Source: an optimization exercise on an open RTL-to-GDS flow (aim: small area, a short achievable clock period and few clock cycles per item). Production flows keep margins and buffers that such runs may drop.
The RTL was checked by simulation tests, not by an equivalence proof against the original design.
Power and IR drop assume default switching activity.

## v37
==> flow/design.v (excerpt) <==
module speck_rc4_keygen (
    input             clk,
    input             rst,
    input             start,
    input      [63:0] X,
    input      [63:0] Y1,
    input      [63:0] K1,
    input      [63:0] H1,
    input      [3:0]  add_to_read,
    output            ready,
    output     [3:0]  out,
    output     [31:0] final_out
);
clock: 7.0 ns
lec_check: 0
abc_clock_period_in_ps: 4000
cap_margin: 20
core_margin: 2
core_utilization: 40
cts_cluster_diameter: 100
cts_cluster_size: 16
setup_slack_margin: 2.4
slew_margin: 20
standard.sh (not shown) runs the stock make flow with config.mk's settings and CLKGATE_MAP_FILE= SYNTH_SCRIPT=/design/flow/synth_recipe.tcl, a recipe that flattens the netlist after the stock synthesis.
==> flow/flow/run.sh <==
#!/bin/bash
# Standard ORFS flow (the standard.sh, standard synthesis unchanged);
# the only change is the cell used to buffer the ports: buf_1 instead of
# the default clkdlybuf4s50_1 (every port still gets its own buffer).
set -o pipefail
bash standard.sh BUFFER_PORTS_ARGS="-buffer_cell sky130_fd_sc_hd__buf_1" finish > flow_make.log 2>&1
Testbench counts of v37, summed over its fixed seeds: cycles 10,560, items 320.
What v21 does differently from v37 at the input level:
diff --git a/flow/config.mk b/flow/config.mk
--- a/flow/config.mk
+++ b/flow/config.mk
@@ -14 +14,2 @@
-export SETUP_SLACK_MARGIN = 2.4
+export PLACE_DENSITY = 0.75
+export SETUP_SLACK_MARGIN = 2.6
### Flow results
- Post-detailed-route count of antenna-violating nets: v37 vs v21 — no meaningful difference
- v21 vs v37: buffer count excluding the clock tree in the final layout up
- In terms of clock net sink count, v21 and v37 differ only marginally.
- On met1 capacity usage during global routing, the higher figure sits with v37, not v21.
- Sort v37 and v21 by number of search-and-repair iterations in the first detailed-routing pass, descending, and v21 comes first.
- v21 vs v37 — first-pass GRT wire length dropped about 1.2%.
- Between v37 and v21, the area after detailed placement figures differ only marginally.
- Fill cell total of the finished layout came out lower on v21 than on v37.
- Compared to v37, v21 has total setup buffers inserted after CTS 18 higher.
- For clock latency reported for the late side of the worst-skew pair, v21 and v37 come out practically identical.
- The critical path depth number comes out higher for v21 vs v37.
## Diff of input files: v44 against v21
diff --git a/flow/config.mk b/flow/config.mk
--- a/flow/config.mk
+++ b/flow/config.mk
@@ -13,2 +13 @@
-export CTS_CLUSTER_SIZE = 16
-export PLACE_DENSITY = 0.75
+export CTS_CLUSTER_SIZE = 22
[summary]
Against v21, the final cell area of v44 is lower. Between v44 and v21, the power dissipated in sequential cells does not differ in any meaningful way. For the internal power summed over all cells, v44 came in 0.047 mW lower than v21 did. v21 → v44: count of hold buffers inserted by post-cts repair essentially unchanged; routed wire length increased 3.6%; sequential fraction of design power increased 0.2 points. Compared with v21, in v44 final period utilization has remained practically unchanged; number of instances on the worst hold path has decreased; synthesized cell count has remained practically unchanged; final critical path time including I/O delays and setup has remained practically unchanged. v21 and v44 ended up with nearly the same setup slack.
For v48, these inputs were changed with respect to v44:
diff --git a/flow/config.mk b/flow/config.mk
--- a/flow/config.mk
+++ b/flow/config.mk
@@ -13 +13 @@
-export CTS_CLUSTER_SIZE = 22
+export CTS_CLUSTER_SIZE = 16
Results
- Relative to v44, sum of met3 wire segment lengths after detailed routing has increased by about 5% in v48.
- Number of cells traversed by the worst register-to-register path is higher on v48
- Summary — routed length on met1, v48 relative to v44: lower, by 220 um.
- Diff v44 -> v48: logic depth of the worst setup path including buffers +1; non-clock buffer count -about 1%; switching power as a share of total power -0.24 points.
- | routed wire length | v48 vs v44 | ≈ equal |
- Compared with v44, v48 shows a higher clock network power share.
- v44 and v48 ended up with roughly the same post-route cell area.
- In v48, the antenna diode count came out 1 below the value in v44.
- Compared with v44, violation count after the first detailed-route iteration in v48 increased slightly.

Setup of job 1549:
Another version of the RTL of speck_rc4_keygen (not shown whole).
For scale: ~290 flip-flops, ~300 I/O pins, ~0.026 sq mm of cells after synthesis.
Settings: LEC_CHECK=0, ABC_CLOCK_PERIOD_IN_PS=4000, CAP_MARGIN=20, CORE_MARGIN=2, CORE_UTILIZATION=40, SETUP_SLACK_MARGIN=2.6, SLEW_MARGIN=20; clock period 7.0 ns.
==> flow/flow/run.sh <==
#!/bin/bash
# Standard ORFS flow (the standard.sh, standard synthesis unchanged) with
# two layout settings changed:
#  - ports are buffered with buf_1 instead of clkdlybuf4s50_1 (every port
#    still gets its own buffer);
#  - timing repair may resize a cell to any footprint (MATCH_CELL_FOOTPRINT=0),
#    not only to cells of the same width.
set -o pipefail
bash standard.sh BUFFER_PORTS_ARGS="-buffer_cell sky130_fd_sc_hd__buf_1" MATCH_CELL_FOOTPRINT=0 finish > flow_make.log 2>&1
Both conditions hold for job 1549: the flow ran to the end and the final layout passed the timing, DRC and antenna checks.
Testbench counts of job 1549, summed over its fixed seeds: cycles 10,560, items 320.
Modified inputs, job 7961 compared to job 1549
==> flow/flow/run.sh <==
#!/bin/bash
# Standard ORFS flow (the standard.sh, standard synthesis unchanged);
# the only change is the cell used to buffer the ports: buf_1 instead of
# the default clkdlybuf4s50_1 (every port still gets its own buffer).
set -o pipefail
bash standard.sh BUFFER_PORTS_ARGS="-buffer_cell sky130_fd_sc_hd__buf_1" finish > flow_make.log 2>&1
==> comparison <==
- Job 7961 ends up with a number of antenna violations at the first check in global routing that is 4 higher than in job 1549.
- As far as die area goes, job 7961 and job 1549 are indistinguishable; the numbers are identical.
- Of job 7961 and job 1549, the run reporting the higher final worst hold slack was job 7961.
- The number of design rule violations left after detail routing was comparable across job 7961 and job 1549.
- Job 1549 → job 7961: setup slack picked up an extra 43 ps; clock network contribution to total cell area picked up an extra 0.54 points.

## afterwards: timing with drivers on the ports
In the flow no input, the clock included, has a driving cell. The finished layouts below were timed again as built, in two steps. Step 1 sets driving cells, clkbuf_16 on the clock port and buf_2 on the other inputs (assumed; they add their load-dependent delay and slew). Step 2, shift: input delay + t, output delay - t, t = (earliest + latest rising clock arrival at the registers) / 2. This alone moves slack from input paths to output paths. Three values: ideal, step 1, step 2; two values: the first two.
| run | shift t [ns] | setup slack, ns | worst slew at a driven data input, ns |
|---|---|---|---|
| v37 | 0.635 | 2.431 / 2.368 / 2.368 | 0.08 |
| v21 | 0.635 | 2.574 / 2.508 / 2.508 | 0.09 |
| v44 | 0.629 | 2.576 / 2.563 / 2.563 | 0.10 |
| v48 | 0.652 | 2.565 / 2.565 / 2.565 | 0.10 |
| job 1549 | 0.619 | 2.584 / 2.548 / 2.548 | 0.08 |
| job 7961 | 0.643 | 2.626 / 2.619 / 2.619 | 0.09 |
After both steps setup and hold are still met in every run listed. For v21, which loses most, drivers alone change the setup slack by -0.066 ns; drivers and shift together by -0.066 ns.
